Source: an optimization exercise on an open RTL-to-GDS flow (aim: a short achievable clock period and few clock cycles). Production flows keep margins and buffers that such runs may drop.
In this exercise RTL edits were held to simulation tests only and were not proved equivalent to the original.

==> flow/design.v <==
module regn(R, Rin, Clock, Q);
	parameter n = 9;
	input wire [n-1:0] R;
	input wire Rin, Clock;
	output reg [n-1:0] Q;
	always @(posedge Clock)
		if (Rin)
			Q <= R;
endmodule
module dec3to8(W, En, Y);
	input wire [2:0] W;
	input wire En; 
	output reg [7:0] Y;
	always @(W or En) 
	begin
		if (En == 1)
			case (W)
				3'b111: Y = 8'b10000000;
				3'b110: Y = 8'b01000000;
				3'b101: Y = 8'b00100000;
				3'b100: Y = 8'b00010000;
				3'b011: Y = 8'b00001000;
				3'b010: Y = 8'b00000100;
				3'b001: Y = 8'b00000010;
				3'b000: Y = 8'b00000001; 
			endcase 
		else
			Y = 8'b00000000;
	 end
endmodule
module num_on_bits(num_in, one_hot);
	input wire [7:0] num_in;
	output wire [8:0] one_hot;
	wire [4:0] lo, hi;
	nib_count cl (.v(num_in[3:0]), .c(lo));
	nib_count ch (.v(num_in[7:4]), .c(hi));
	assign one_hot[0] = lo[0] & hi[0];
	assign one_hot[1] = (lo[1] & hi[0]) | (lo[0] & hi[1]);
	assign one_hot[2] = (lo[2] & hi[0]) | (lo[1] & hi[1]) | (lo[0] & hi[2]);
	assign one_hot[3] = (lo[3] & hi[0]) | (lo[2] & hi[1]) | (lo[1] & hi[2]) | (lo[0] & hi[3]);
	assign one_hot[4] = (lo[4] & hi[0]) | (lo[3] & hi[1]) | (lo[2] & hi[2]) | (lo[1] & hi[3]) | (lo[0] & hi[4]);
	assign one_hot[5] = (lo[4] & hi[1]) | (lo[3] & hi[2]) | (lo[2] & hi[3]) | (lo[1] & hi[4]);
	assign one_hot[6] = (lo[4] & hi[2]) | (lo[3] & hi[3]) | (lo[2] & hi[4]);
	assign one_hot[7] = (lo[4] & hi[3]) | (lo[3] & hi[4]);
	assign one_hot[8] = lo[4] & hi[4];
endmodule
module nib_count(v, c);
	input wire [3:0] v;
	output reg [4:0] c;
	always @*
		case (v)
			4'b0000: c = 5'b00001;
			4'b0001, 4'b0010, 4'b0100, 4'b1000: c = 5'b00010;
			4'b0011, 4'b0101, 4'b0110, 4'b1001, 4'b1010, 4'b1100: c = 5'b00100;
			4'b1111: c = 5'b10000;
			default: c = 5'b01000;
		endcase
endmodule
module ALU(instruction, input_a, input_b, shift_oh, result);
	input wire [8:0] input_a, input_b;
	input wire [2:0] instruction;
	input wire [8:0] shift_oh;    
	output wire [8:0] result;
	localparam MV = 3'b000, ADD = 3'b010, SUB = 3'b011, SLL = 3'b111, SRL = 3'b110;
	wire [7:0] a = input_a[7:0];
	wire [7:0] b = input_b[7:0];
	wire sa = input_a[8];
	wire sb = input_b[8];
	wire [7:0] sum, amb, bma;
	wire c_sum, c_amb, c_bma;
	ks_add8 u_sum (.x(a), .y(b),  .ci(1'b0), .s(sum), .co(c_sum));
	ks_add8 u_amb (.x(a), .y(~b), .ci(1'b1), .s(amb), .co(c_amb));
	ks_add8 u_bma (.x(b), .y(~a), .ci(1'b1), .s(bma), .co(c_bma));
	wire lt = ~c_amb;    
	reg [7:0] shl, shr;
	integer j, k;
	always @*
	begin
		shl = 8'b0;
		shr = 8'b0;
		for (j = 0; j < 8; j = j + 1)
			for (k = 0; k < 8; k = k + 1)
			begin
				if (k <= j)
					shl[j] = shl[j] | (a[j-k] & shift_oh[k]);
				if (j + k < 8)
					shr[j] = shr[j] | (a[j+k] & shift_oh[k]);
			end
	end
	wire is_add = (instruction == ADD);
	wire is_sub = (instruction == SUB);
	wire is_sll = (instruction == SLL);
	wire is_srl = (instruction == SRL);
	wire is_mv  = (instruction == MV);
	wire eq_s   = (sa == sb);
	wire use_sum  = (is_add & eq_s) | (is_sub & ~sa & sb);
	wire use_absd = (is_add & ~eq_s) | (is_sub & eq_s);
	wire use_bma  = is_sub & sa & ~sb;
	wire sel_sum = use_sum;
	wire sel_bma = use_bma | (use_absd & lt);
	wire sel_amb = use_absd & ~lt;
	assign result[7:0] = ({8{sel_sum}} & sum) | ({8{sel_bma}} & bma) | ({8{sel_amb}} & amb)
	                   | ({8{is_sll}} & shl) | ({8{is_srl}} & shr) | ({8{is_mv}} & b);
	wire sgn_static = (is_mv & sb) | ((is_add | is_sub | is_sll | is_srl) & sa);
	assign result[8] = use_absd ? (lt ^ (is_sub & sa)) : sgn_static;
endmodule
module ks_add8(x, y, ci, s, co);
	input wire [7:0] x, y;
	input wire ci;
	output wire [7:0] s;
	output wire co;
	wire [7:0] p = x ^ y;
	wire [7:0] g0 = x & y;
	wire [7:0] g = {g0[7:1], g0[0] | (p[0] & ci)};
	wire [7:0] pp = {p[7:1], 1'b0};
	wire [7:0] g1, p1, g2, p2, g3, p3;
	genvar i;
	generate
		for (i = 0; i < 8; i = i + 1) begin : l1
			if (i >= 1) begin
				assign g1[i] = g[i] | (pp[i] & g[i-1]);
				assign p1[i] = pp[i] & pp[i-1];
			end else begin
				assign g1[i] = g[i];
				assign p1[i] = pp[i];
			end
		end
		for (i = 0; i < 8; i = i + 1) begin : l2
			if (i >= 2) begin
				assign g2[i] = g1[i] | (p1[i] & g1[i-2]);
				assign p2[i] = p1[i] & p1[i-2];
			end else begin
				assign g2[i] = g1[i];
				assign p2[i] = p1[i];
			end
		end
		for (i = 0; i < 8; i = i + 1) begin : l3
			if (i >= 4) begin
				assign g3[i] = g2[i] | (p2[i] & g2[i-4]);
				assign p3[i] = p2[i] & p2[i-4];
			end else begin
				assign g3[i] = g2[i];
				assign p3[i] = p2[i];
			end
		end
	endgenerate
	assign s = p ^ {g3[6:0], ci};
	assign co = g3[7];
endmodule
module mux_10_to_1(DIN, R0, R1, R2, R3, R4, R5, R6, R7, G, sel, bus_out);
	input wire [8:0] DIN, R0, R1, R2, R3, R4, R5, R6, R7, G;
	input wire [9:0] sel;
	output wire [8:0] bus_out;
	parameter DIN_code = 10'b000000001, G_code = 10'b0000000010, R0_code = 10'b0000000100,
			  R1_code = 10'b0000001000, R2_code = 10'b0000010000, R3_code = 10'b0000100000,
			  R4_code = 10'b0001000000, R5_code = 10'b0010000000, R6_code = 10'b0100000000,
			  R7_code = 10'b1000000000;
	assign bus_out = (sel == DIN_code) ? DIN:
					 (sel == R0_code) ? R0:
					 (sel == R1_code) ? R1:
					 (sel == R2_code) ? R2:
					 (sel == R3_code) ? R3:
					 (sel == R4_code) ? R4:
					 (sel == R5_code) ? R5:
					 (sel == R6_code) ? R6:
					 (sel == R7_code) ? R7:
					 (sel == G_code) ? G:
					 DIN;  
endmodule
module cpu_top (DIN, Resetn, Clock, Run, Done, BusWires, debug_reg0, debug_reg1,
debug_reg2, debug_reg3, debug_reg4, debug_reg5, debug_reg6, debug_reg7);
	input wire [8:0] DIN;
	input wire Resetn, Clock, Run;
	output wire Done;
	output wire [8:0] BusWires;
	output wire [8:0] debug_reg0, debug_reg1;
	output wire [8:0] debug_reg2, debug_reg3, debug_reg4, debug_reg5, debug_reg6, debug_reg7;
	localparam mvi = 3'b001;
	reg [8:0] R [0:7];
	reg       pend;      
	reg [2:0] pend_x;    
	wire [2:0] op = DIN[8:6];
	wire [2:0] X  = DIN[5:3];
	wire [2:0] Y  = DIN[2:0];
	wire [8:0] sh_oh [0:7];
	genvar gi;
	generate
		for (gi = 0; gi < 8; gi = gi + 1) begin : g_pop
			num_on_bits pc (.num_in(R[gi][7:0]), .one_hot(sh_oh[gi]));
		end
	endgenerate
	wire [8:0] a  = R[X];
	wire [8:0] b  = R[Y];
	wire [8:0] oh = sh_oh[Y];
	wire [8:0] alu_out;
	ALU alu (.instruction(op), .input_a(a), .input_b(b), .shift_oh(oh), .result(alu_out));
	wire run_exec = Run & ~pend & (op != mvi);
	wire run_mvi  = Run & ~pend & (op == mvi);
	assign Done     = run_exec | pend;
	assign BusWires = pend ? DIN : alu_out;
	wire [2:0] wx = pend ? pend_x : X;
	integer i;
	always @(posedge Clock, negedge Resetn)
	begin
		if (!Resetn)
		begin
			pend <= 1'b0;
			pend_x <= 3'b0;
			for (i = 0; i < 8; i = i + 1)
				R[i] <= 9'b0;
		end
		else
		begin
			pend <= run_mvi;
			if (run_mvi)
				pend_x <= X;
			if (Done)
				R[wx] <= BusWires;
		end
	end
	assign debug_reg0 = R[0];
	assign debug_reg1 = R[1];
	assign debug_reg2 = R[2];
	assign debug_reg3 = R[3];
	assign debug_reg4 = R[4];
	assign debug_reg5 = R[5];
	assign debug_reg6 = R[6];
	assign debug_reg7 = R[7];
endmodule
Settings: LEC_CHECK=0, CAP_MARGIN=20, CORE_MARGIN=2, CORE_UTILIZATION=50, PLACE_DENSITY=0.7, SETUP_SLACK_MARGIN=3.5, SLEW_MARGIN=20; clock period 7.5 ns.
run.sh (not shown) runs the stock make flow with config.mk's settings and CLKGATE_MAP_FILE= SYNTH_SCRIPT=/design/flow/synth_recipe.tcl, a recipe that flattens the netlist after the stock synthesis.
Testbench counts at the start, summed over its fixed seeds: cycles 20,055.
Change:
Settings changed: CORE_UTILIZATION 50 to 70, PLACE_DENSITY 0.7 to 0.85.
After rerunning: With this change the flow failed in 5_1_grt on GRT-0116; synthesized cell count does not change; synthesized area is unchanged.
Change:
Settings changed: CORE_UTILIZATION 70 to 40, PLACE_DENSITY 0.85 to not set, SETUP_SLACK_MARGIN 3.5 to 2.5.
After rerunning: The changed run produced a clean layout; synthesized cell count stays the same; synthesized area is unchanged.

[afterwards: timing with drivers on the ports]
The flow's constraints put no driver on any port. The routed layouts listed below were extracted and timed again, unchanged, in two steps.
Step 1 assumes that a clkbuf_16 drives the clock port and a buf_2 every other input.
Step 2 times the ports against the registers' clock, not the clock port: input delays grow and output delays shrink by t, the midpoint of the rising clock arrivals with the driver on.
Three values: no drivers, after step 1, after step 2; two values: the first two.
run	t, ns	setup slack, ns	worst hold slack (ns)
the first run	0.378	1.218 / 1.098 / 0.770	0.514 / 0.514 / 0.514
the third run	0.382	1.173 / 1.044 / 1.044	0.526 / 0.526 / 0.526
After both steps every run listed still meets setup and hold. The setup slack of the first run, which loses most, moves by -0.120 ns with the drivers and by -0.448 ns with both steps.
